From an optimization exercise on the open Yosys and OpenROAD flow, aimed at small area and a short achievable clock period; shortcuts taken in it are not production practice.
Where RTL was checked, it was by simulation tests only, not by an equivalence proof against the original.
No activity file was given, so power comes from the tool's default toggle rates.

## ember
## divider
module divider
(
    input              clk,
    input              reset,
    input  [31:0]      A,
    input  [31:0]      B,
    input              start,
    input  [7:0]       Physical_address_in,
    input  [31:0]      PC_in,
    input              divider_op_in,
    output             divide_zero_exception,
    output [31:0]      Result,
    output [7:0]       Physical_address_out,
    output [31:0]      PC_out,
    output             done
);
    wire [31:0] x0 = A;
    wire [31:0] d0 = B;
    wire [33:0] e0 = {2'b0, B} + {1'b0, B, 1'b0};   
    wire        v0 = start;
    wire        op0 = divider_op_in;
    wire        z0 = (A != 32'd0) && (B == 32'd0);
    wire [7:0]  pa0 = Physical_address_in;
    wire [31:0] pc0 = PC_in;
    wire [31:0] x0_0 = x0;
    wire [1:0] s0_0_x = x0_0[31:30];
    wire [34:0] s0_0_m0 = 35'd0;
    wire [34:0] s0_0_m1 = {3'b0, d0};
    wire s0_0_h1 = ~|s0_0_m1[34:2];
    wire [1:0] s0_0_n1 = s0_0_m1[1:0];
    wire [1:0] s0_0_s1_g0 = s0_0_x & ~s0_0_n1;
    wire [1:0] s0_0_s1_p0 = ~(s0_0_x ^ s0_0_n1);
    wire [1:0] s0_0_s1_G0 = {s0_0_s1_g0[1:1], s0_0_s1_g0[0] | s0_0_s1_p0[0]};
    wire [1:0] s0_0_s1_P0 = s0_0_s1_p0;
    wire s0_0_s1_l0_1_g = s0_0_s1_G0[1] | (s0_0_s1_P0[1] & s0_0_s1_G0[0]);
  ...
Size in the first run: about 59,000 um^2 of cells after synthesis.
clock: 8.0 ns
lec_check: 0
abc_area: 1
cap_margin: 20
core_margin: 2
core_utilization: 40
cts_cluster_diameter: 60
cts_cluster_size: 20
gpl_timing_driven: 0
setup_slack_margin: 0.8
slew_margin: 20
run.sh (not shown) runs the stock make flow with config.mk's settings and CLKGATE_MAP_FILE= SYNTH_SCRIPT=/design/flow/synth_recipe.tcl, a recipe that flattens the netlist after the stock synthesis.
Per the final summary, ember finished and its layout is clean on timing, DRC and antenna.
Testbench counts of ember, summed over its fixed seeds: latency 120,000, ops 24,000.
Setup changes, ember to indigo
Settings: SETUP_SLACK_MARGIN now 0.1, was 0.8; CTS_CLUSTER_SIZE now 28, was 20; CTS_CLUSTER_DIAMETER now 100, was 60.
==> flow/flow/run.sh (new file) <==
#!/bin/bash
set -euo pipefail
export BUFFER_PORTS_ARGS="-buffer_cell sky130_fd_sc_hd__buf_2"
export RECOVER_POWER=100
bash standard.sh > standard.log 2>&1
==> flow/standard.sh (new file) <==
#!/bin/bash
# synth_recipe.tcl (not shown) runs the flow's synth.tcl, then flattens the netlist and writes it again
# the make line also repeats each setting of config.mk as NAME=value (left out here)
make -C /OpenROAD-flow-scripts/flow DESIGN_CONFIG=/design/flow/config.mk WORK_HOME=/design/flow/orfs CLKGATE_MAP_FILE= SYNTH_SCRIPT=/design/flow/synth_recipe.tcl "${@:-finish}"
removed: flow/run.sh
Findings:
- Minimum setup slack after placement deteriorates in indigo relative to ember.
- Detailed route, indigo vs ember: via total lower for indigo
- Re maximum fanout encountered on the critical timing path: indigo and ember aren't equal, and the lower value belongs to ember.
- On total chip power, indigo does better than ember.
- Comparing indigo and ember, the higher number of levels in the clock H-tree is on ember.
- Where final area is concerned, ember is outperformed by indigo.


divider, a different RTL version from the one above (not shown whole).
Size: about 59000 um2 of cells after synthesis.
Settings: LEC_CHECK=0, ABC_AREA=1, CAP_MARGIN=5, CORE_MARGIN=2, CORE_UTILIZATION=40, CTS_CLUSTER_DIAMETER=100, CTS_CLUSTER_SIZE=28, GPL_TIMING_DRIVEN=0, SETUP_SLACK_MARGIN=0.1, SLEW_MARGIN=5; clock period 8.0 ns.
standard.sh (not shown) runs the stock make flow with config.mk's settings and CLKGATE_MAP_FILE= SYNTH_SCRIPT=/design/flow/synth_recipe.tcl, a recipe that flattens the netlist after the stock synthesis.
==> flow/flow/run.sh <==
#!/bin/bash
set -euo pipefail
export BUFFER_PORTS_ARGS="-buffer_cell sky130_fd_sc_hd__buf_2"
export RECOVER_POWER=100
bash standard.sh > standard.log 2>&1
Testbench counts at the start, summed over its fixed seeds: latency 120,000, ops 24,000.
Then changed:
Settings changed: TNS_END_PERCENT from default to 60.
The new run finished with timing, DRC and antenna clean.
Die area stays the same.
Clock-buffer cell count is unchanged.
Fmax fell by 0.76%.
Power stays flat.
Cell area is about the same.
Then changed:
Settings changed: SETUP_SLACK_MARGIN 0.1 to default, TNS_END_PERCENT 60 to default.
Setup slack got worse by 0.0094 ns.
Die area does not change.
Wire length decreases by 0.46%.
Critical path depth goes up by 1.
Sequential power is about the same.
Area after synthesis does not change.
Sequential share of layout area increases by 0.12 points.
Synthesized cell count stays the same.
Power falls by 0.44%.


divider with an RTL version that a note above also has.
Size in the first run: about 7100 cells after synthesis, about 180 I/O pins, about 59000 sq um of cells after synthesis.
==> flow/design.v (excerpt) <==
module divider
(
    input              clk,
    input              reset,
    input  [31:0]      A,
    input  [31:0]      B,
    input              start,
    input  [7:0]       Physical_address_in,
    input  [31:0]      PC_in,
    input              divider_op_in,
    output             divide_zero_exception,
    output [31:0]      Result,
    output [7:0]       Physical_address_out,
    output [31:0]      PC_out,
    output             done
);
    wire [31:0] x0 = A;
    wire [31:0] d0 = B;
    wire [33:0] e0 = {2'b0, B} + {1'b0, B, 1'b0};   
    wire        v0 = start;
    wire        op0 = divider_op_in;
    wire        z0 = (A != 32'd0) && (B == 32'd0);
    wire [7:0]  pa0 = Physical_address_in;
    wire [31:0] pc0 = PC_in;
    wire [31:0] x0_0 = x0;
    wire [1:0] s0_0_x = x0_0[31:30];
    wire [34:0] s0_0_m0 = 35'd0;
    wire [34:0] s0_0_m1 = {3'b0, d0};
    wire s0_0_h1 = ~|s0_0_m1[34:2];
    wire [1:0] s0_0_n1 = s0_0_m1[1:0];
    wire [1:0] s0_0_s1_g0 = s0_0_x & ~s0_0_n1;
    wire [1:0] s0_0_s1_p0 = ~(s0_0_x ^ s0_0_n1);
    wire [1:0] s0_0_s1_G0 = {s0_0_s1_g0[1:1], s0_0_s1_g0[0] | s0_0_s1_p0[0]};
    wire [1:0] s0_0_s1_P0 = s0_0_s1_p0;
    wire s0_0_s1_l0_1_g = s0_0_s1_G0[1] | (s0_0_s1_P0[1] & s0_0_s1_G0[0]);
    wire s0_0_s1_l0_1_p = s0_0_s1_P0[1] & s0_0_s1_P0[0];
    wire s0_0_s1_co = s0_0_s1_l0_1_g;
    wire [1:0] s0_0_s1_cin = {s0_0_s1_G0[0], 1'b1};
  ...
Settings: LEC_CHECK=0, ABC_AREA=1, CAP_MARGIN=20, CORE_MARGIN=2, CORE_UTILIZATION=40, GPL_TIMING_DRIVEN=0, SLEW_MARGIN=20; clock period 8.0 ns.
run.sh (not shown) runs the stock make flow with config.mk's settings and CLKGATE_MAP_FILE= SYNTH_SCRIPT=/design/flow/synth_recipe.tcl, a recipe that flattens the netlist after the stock synthesis.
Stock flow here: none of the scripts above is used.
The baseline finished with timing, DRC and antenna clean.
Testbench counts at the start, summed over its fixed seeds: latency 120,000, ops 24,000.
Next try:
==> flow/flow/run.sh (new file) <==
#!/bin/bash
set -euo pipefail
export BUFFER_PORTS_ARGS="-buffer_cell sky130_fd_sc_hd__buf_2"
export RECOVER_POWER=100
bash standard.sh > standard.log 2>&1
==> flow/standard.sh (new file) <==
#!/bin/bash
# synth_recipe.tcl (not shown) runs the flow's synth.tcl, then flattens the netlist and writes it again
# the make line also repeats each setting of config.mk as NAME=value (left out here)
make -C /OpenROAD-flow-scripts/flow DESIGN_CONFIG=/design/flow/config.mk WORK_HOME=/design/flow/orfs CLKGATE_MAP_FILE= SYNTH_SCRIPT=/design/flow/synth_recipe.tcl "${@:-finish}"
--- a/flow/config.mk
+++ b/flow/config.mk
@@ -11,0 +12,2 @@
+export CTS_CLUSTER_DIAMETER = 100
+export CTS_CLUSTER_SIZE = 28
removed: flow/run.sh
After rerunning:
- The new run went through all stages and came out clean
- utilization goes down by 1.7 points
- count of clock-buffer cells in the layout came out lower by 67
- routed wire length goes up by about 0.7%
- via count drops by 1.4%
- area after synthesis does not change
Next try:
==> flow/flow/run.sh (replaced) <==
#!/bin/bash
set -euo pipefail
export BUFFER_PORTS_ARGS="-buffer_cell sky130_fd_sc_hd__buf_1"
export RECOVER_POWER=100

bash standard.sh > standard.log 2>&1
--- a/flow/config.mk
+++ b/flow/config.mk
@@ -9 +9 @@
-export CAP_MARGIN = 20
+export CAP_MARGIN = 5
@@ -15 +15,2 @@
-export SLEW_MARGIN = 20
+export SETUP_SLACK_MARGIN = 0.1
+export SLEW_MARGIN = 5
=>
- The changed run ran to the end with no violations
- power goes up by 0.42%
- sequential power hardly moves
- worst hold slack is worse by 0.010 ns
- clock skew goes up by 0.0052 ns
- final area goes up by 0.36%
- die area does not change
Next try:
==> flow/run.sh (new file) <==
#!/bin/bash
# synth_recipe.tcl (not shown) runs the flow's synth.tcl, then flattens the netlist and writes it again
# the make line also repeats each setting of config.mk as NAME=value (left out here)
make -C /OpenROAD-flow-scripts/flow DESIGN_CONFIG=/design/flow/config.mk WORK_HOME=/design/flow/orfs CLKGATE_MAP_FILE= SYNTH_SCRIPT=/design/flow/synth_recipe.tcl finish
--- a/flow/config.mk
+++ b/flow/config.mk
@@ -9 +9 @@
-export CAP_MARGIN = 5
+export CAP_MARGIN = 20
@@ -12,2 +12,2 @@
-export CTS_CLUSTER_DIAMETER = 100
-export CTS_CLUSTER_SIZE = 28
+export CTS_CLUSTER_DIAMETER = 80
+export CTS_CLUSTER_SIZE = 32
@@ -15,2 +15 @@
-export SETUP_SLACK_MARGIN = 0.1
-export SLEW_MARGIN = 5
+export SLEW_MARGIN = 20
removed: flow/flow/run.sh
removed: flow/standard.sh
The changed run completed with no timing, DRC or antenna violations.
First-iteration DRC count came out higher by 1.8%.
Total power rises by 5.6%.
Core utilization increases by 0.86 points.
Maximum frequency falls by 0.57%.
Clock power went up by 26%.
Register-to-register slack stays flat.
Wire length is lower by 1.4%.
Global-route usage falls by 0.31 points.
Sequential power hardly moves.
Area after synthesis does not change.
Next try:
--- a/flow/config.mk
+++ b/flow/config.mk
@@ -12,2 +12,2 @@
-export CTS_CLUSTER_DIAMETER = 80
-export CTS_CLUSTER_SIZE = 32
+export CTS_CLUSTER_DIAMETER = 60
+export CTS_CLUSTER_SIZE = 20
@@ -14,0 +15 @@
+export SETUP_SLACK_MARGIN = 0.4
What happened: The new run produced a clean layout; die area does not change; setup slack gets better by 0.33 ns; sequential power hardly moves; routed wire length grows by 2.8%; core utilization went up by 2.4 points.
Next try:
==> flow/flow/run.sh (new file) <==
#!/bin/bash
set -euo pipefail
export BUFFER_PORTS_ARGS="-buffer_cell sky130_fd_sc_hd__buf_2"
export RECOVER_POWER=100
bash standard.sh > standard.log 2>&1
==> flow/standard.sh (new file) <==
#!/bin/bash
# synth_recipe.tcl (not shown) runs the flow's synth.tcl, then flattens the netlist and writes it again
# the make line also repeats each setting of config.mk as NAME=value (left out here)
make -C /OpenROAD-flow-scripts/flow DESIGN_CONFIG=/design/flow/config.mk WORK_HOME=/design/flow/orfs CLKGATE_MAP_FILE= SYNTH_SCRIPT=/design/flow/synth_recipe.tcl "${@:-finish}"
--- a/flow/config.mk
+++ b/flow/config.mk
@@ -9 +9 @@
-export CAP_MARGIN = 20
+export CAP_MARGIN = 5
@@ -12,2 +12,3 @@
-export CTS_CLUSTER_DIAMETER = 60
-export CTS_CLUSTER_SIZE = 20
+export CTS_CLUSTER_DIAMETER = 100
+export CTS_CLUSTER_SIZE = 28
+export GPL_ROUTABILITY_DRIVEN = 0
@@ -15,2 +16,2 @@
-export SETUP_SLACK_MARGIN = 0.4
-export SLEW_MARGIN = 20
+export SETUP_SLACK_MARGIN = 0.1
+export SLEW_MARGIN = 5
removed: flow/run.sh
- maximum frequency shrinks by 3.3%
- routed wire length shrinks by about 2.8%
- register-to-register slack got worse by 0.26 ns
- core utilization shrinks by 3.3 points
- global-route usage shrinks by 0.69 points
- clock skew grows by 0.011 ns
- total power shrinks by 11%
- sequential power is about the same


## the baseline
divider, a different RTL version from the one above (not shown whole).
For scale: about 6800 cells after synthesis, ~760 flip-flops, roughly 180 I/O pins, roughly 0.057 mm2 of cells after synthesis.
// divider
module divider
(
    input              clk,
    input              reset,
    input  [31:0]      A,
    input  [31:0]      B,
    input              start,
    input  [7:0]       Physical_address_in,
    input  [31:0]      PC_in,
    input              divider_op_in,
    output             divide_zero_exception,
    output [31:0]      Result,
    output [7:0]       Physical_address_out,
    output [31:0]      PC_out,
    output             done
);
    wire [31:0] x0 = A;
    wire [31:0] d0 = B;
    wire [33:0] e0 = {2'b0, B} + {1'b0, B, 1'b0};   
    wire        v0 = start;
    wire        op0 = divider_op_in;
    wire        z0 = (A != 32'd0) && (B == 32'd0);
    wire [7:0]  pa0 = Physical_address_in;
    wire [31:0] pc0 = PC_in;
    wire [31:0] x0_0 = x0;
    wire [1:0] s0_0_x = x0_0[31:30];
    wire [34:0] s0_0_m0 = 35'd0;
    wire [34:0] s0_0_m1 = {3'b0, d0};
    wire s0_0_h1 = ~|s0_0_m1[34:2];
    wire [1:0] s0_0_n1 = s0_0_m1[1:0];
    wire [1:0] s0_0_s1_g0 = s0_0_x & ~s0_0_n1;
    wire [1:0] s0_0_s1_p0 = ~(s0_0_x ^ s0_0_n1);
    wire [1:0] s0_0_s1_G0 = {s0_0_s1_g0[1:1], s0_0_s1_g0[0] | s0_0_s1_p0[0]};
    wire [1:0] s0_0_s1_P0 = s0_0_s1_p0;
  ...
clock: 8.0 ns
lec_check: 0
abc_area: 1
cap_margin: 5
core_margin: 2
core_utilization: 40
cts_cluster_diameter: 100
cts_cluster_size: 28
gpl_timing_driven: 0
setup_slack_margin: 0.1
slew_margin: 5
standard.sh (not shown) runs the stock make flow with config.mk's settings and CLKGATE_MAP_FILE= SYNTH_SCRIPT=/design/flow/synth_recipe.tcl, a recipe that flattens the netlist after the stock synthesis.
==> flow/flow/run.sh <==
#!/bin/bash
set -euo pipefail
export BUFFER_PORTS_ARGS="-buffer_cell sky130_fd_sc_hd__buf_2"
export RECOVER_POWER=100
bash standard.sh > standard.log 2>&1
In the baseline the implementation ran to completion but is not tape-out ready, as the final checks report setup timing.
## Diff of input files: the candidate against the baseline
Settings: removing SETUP_SLACK_MARGIN (formerly 0.1); changing CAP_MARGIN from 5 to 20; removing CTS_CLUSTER_SIZE (formerly 28); changing SLEW_MARGIN from 5 to 20; removing CTS_CLUSTER_DIAMETER (formerly 100).
==> flow/run.sh (new file) <==
#!/bin/bash
# synth_recipe.tcl (not shown) runs the flow's synth.tcl, then flattens the netlist and writes it again
# the make line also repeats each setting of config.mk as NAME=value (left out here)
make -C /OpenROAD-flow-scripts/flow DESIGN_CONFIG=/design/flow/config.mk WORK_HOME=/design/flow/orfs CLKGATE_MAP_FILE= SYNTH_SCRIPT=/design/flow/synth_recipe.tcl finish
removed: flow/flow/run.sh
removed: flow/standard.sh
- The candidate — arrival time at the worst endpoint 0.18 ns higher, the baseline as reference
- Taking the baseline as the reference, in the candidate number of top-level pins comparable, worst hold slack saw a decrease, pre-CTS setup slack saw an increase, core occupancy in the finished layout increased by 1.5 points relative to the old numbers, clock latency on the worst-skew pair moved up.
- Where worst setup slack is concerned, the baseline is better than the candidate.
- The candidate against the baseline: clock skew shows an increase of 0.022 ns; final instance area shows an increase of about 3%; number of synthesized flops with an enable pin shows no meaningful change.
- Finished, but not clean: the candidate, with setup timing.
Function was not checked in any run of this note: the RTL went through the layout flow alone.


## north
RTL: one of the versions met above, not the one the previous note started from.
Size: ~7100 cells after synthesis, roughly 790 flip-flops, roughly 180 I/O pins, about 59000 µm² of cells after synthesis.
// divider
module divider
(
    input              clk,
    input              reset,
    input  [31:0]      A,
    input  [31:0]      B,
    input              start,
    input  [7:0]       Physical_address_in,
    input  [31:0]      PC_in,
    input              divider_op_in,
    output             divide_zero_exception,
    output [31:0]      Result,
    output [7:0]       Physical_address_out,
    output [31:0]      PC_out,
    output             done
);
Settings: LEC_CHECK=0, ABC_AREA=1, CAP_MARGIN=20, CORE_MARGIN=2, CORE_UTILIZATION=40, CTS_CLUSTER_SIZE=24, GPL_TIMING_DRIVEN=0, SLEW_MARGIN=20; clock period 8.0 ns.
run.sh (not shown) runs the stock make flow with config.mk's settings and CLKGATE_MAP_FILE= SYNTH_SCRIPT=/design/flow/synth_recipe.tcl, a recipe that flattens the netlist after the stock synthesis.
Stock flow here: none of the scripts above is used.
north | status: complete | timing, DRC, antenna: pass
Testbench counts of north, summed over its fixed seeds: latency 120,000, ops 24,000.
What south does differently from north at the input level:
Settings: CTS_CLUSTER_SIZE changed from 24 to 28; CTS_CLUSTER_DIAMETER newly set to 100.
--- outcome ---
[south vs north] share of cell area taken by flip-flops and latches: higher in south. Sort south and north by depth of the worst register-to-register path, ascending, and south comes first. Compared with north, in south highest achievable clock rate comparable, number of buffers added by the clock tree synthesis step went down by 42, logic gate share of total power shows an increase of 4.7 points, multi-input gate share of the layout cell area picked up an extra 1.1 points. Power, south vs north: down by a little under 10%. Relative to north, switching power as a share of total power has increased by 2.8 points in south.
### south -> east
Settings: CTS_CLUSTER_SIZE: 28 -> 20; CTS_CLUSTER_DIAMETER: 100 -> 60.
[summary]
Re data arrival time of the critical path: east is 2.19 ns up on south. When the final numbers for south and east were put side by side, the relative contribution of combinational cells to total power turned out to be smaller in east. Status: upper clock frequency limit parity (east, south). Comparing normalized max-slew margin for south and east, the bigger number came from east. Compare south and east | cell area higher: east.
What west does differently from east at the input level:
Settings: SLEW_MARGIN changed from 20 to 5; CTS_CLUSTER_DIAMETER changed from 60 to 100; CAP_MARGIN changed from 20 to 5; CTS_CLUSTER_SIZE changed from 20 to 28.
==> flow/flow/run.sh (new file) <==
#!/bin/bash
set -euo pipefail
export BUFFER_PORTS_ARGS="-buffer_cell sky130_fd_sc_hd__buf_2"
export RECOVER_POWER=100
bash standard.sh > standard.log 2>&1
==> flow/standard.sh (new file) <==
#!/bin/bash
# synth_recipe.tcl (not shown) runs the flow's synth.tcl, then flattens the netlist and writes it again
# the make line also repeats each setting of config.mk as NAME=value (left out here)
make -C /OpenROAD-flow-scripts/flow DESIGN_CONFIG=/design/flow/config.mk WORK_HOME=/design/flow/orfs CLKGATE_MAP_FILE= SYNTH_SCRIPT=/design/flow/synth_recipe.tcl "${@:-finish}"
removed: flow/run.sh
==> comparison <==
- Diff east -> west | power dissipated in combinational cells | down by a few percent
- Compare east and west | instance area at placement lower: west
- Relative to east, west improves post-layout worst setup margin.
- Post-synthesis to final-layout area growth down 3.3 points in west wrt east
- Sequential share of cell area in west is 0.63 points higher than in east

-- re-timing with driven ports --
How much do the figures lean on ideal ports? The routed layouts below were timed once more, with nothing changed but the port constraints.
Step 1 sets driving cells, clkbuf_16 on the clock port and buf_2 on the other inputs (assumed; they add their load-dependent delay and slew).
Step 2, shift: input delay + t, output delay - t, t = (earliest + latest rising clock arrival at the registers) / 2. This alone moves slack from input paths to output paths.
a / b / c = ideal ports / drivers / drivers and shift; a / b = the first two.
run | t (ns) | setup WS [ns] | worst setup path after step 2 | latest minus earliest clock arrival (ns) | cell pins on the clock port's net
ember | 0.784 | 0.540 / 0.540 / -0.035 | input to register | 0.072 / 0.072 | 1
indigo | 0.740 | 0.288 / 0.288 / -0.110 | input to register | 0.071 / 0.071 | 1
the first run of note 2 | 0.716 | 0.366 / 0.366 / -0.002 | input to register | 0.046 / 0.046 | 1
the second run of note 2 | 0.716 | 0.308 / 0.308 / -0.055 | input to register | 0.046 / 0.046 | 1
the third run of note 2 | 0.716 | 0.298 / 0.298 / -0.083 | input to register | 0.047 / 0.047 | 1
the first run of note 3 | 0.777 | 0.264 / 0.182 / -0.103 | input to register | 0.083 / 0.082 | 1
the second run of note 3 | 0.740 | 0.277 / 0.277 / -0.077 | input to register | 0.066 / 0.066 | 1
the third run of note 3 | 0.744 | 0.275 / 0.275 / -0.143 | input to register | 0.066 / 0.066 | 1
the fourth run of note 3 | 0.766 | 0.231 / 0.153 / -0.114 | input to register | 0.044 / 0.044 | 1
the fifth run of note 3 | 0.762 | 0.556 / 0.556 / 0.100 | input to register | 0.056 / 0.055 | 1
the sixth run of note 3 | 0.744 | 0.299 / 0.299 / -0.079 | input to register | 0.064 / 0.063 | 1
the baseline | 0.714 | -0.314 / -0.387 / -0.665 | input to register | 0.055 / 0.055 | 1
the candidate | 0.746 | -0.495 / -0.564 / -0.183 | input to register | 0.079 / 0.079 | 1
north | 0.777 | 0.264 / 0.182 / -0.103 | input to register | 0.083 / 0.082 | 1
south | 0.777 | 0.269 / 0.190 / -0.120 | input to register | 0.076 / 0.076 | 1
east | 0.762 | 0.284 / 0.271 / -0.101 | input to register | 0.059 / 0.059 | 1
west | 0.746 | 0.330 / 0.330 / 0.021 | input to register | 0.069 / 0.068 | 1
With both steps, setup timing fails in 13 of these runs, where it was met with ideal ports. The setup slack of ember, which loses most, moves by 0.000 ns with the drivers and by -0.575 ns with both steps.
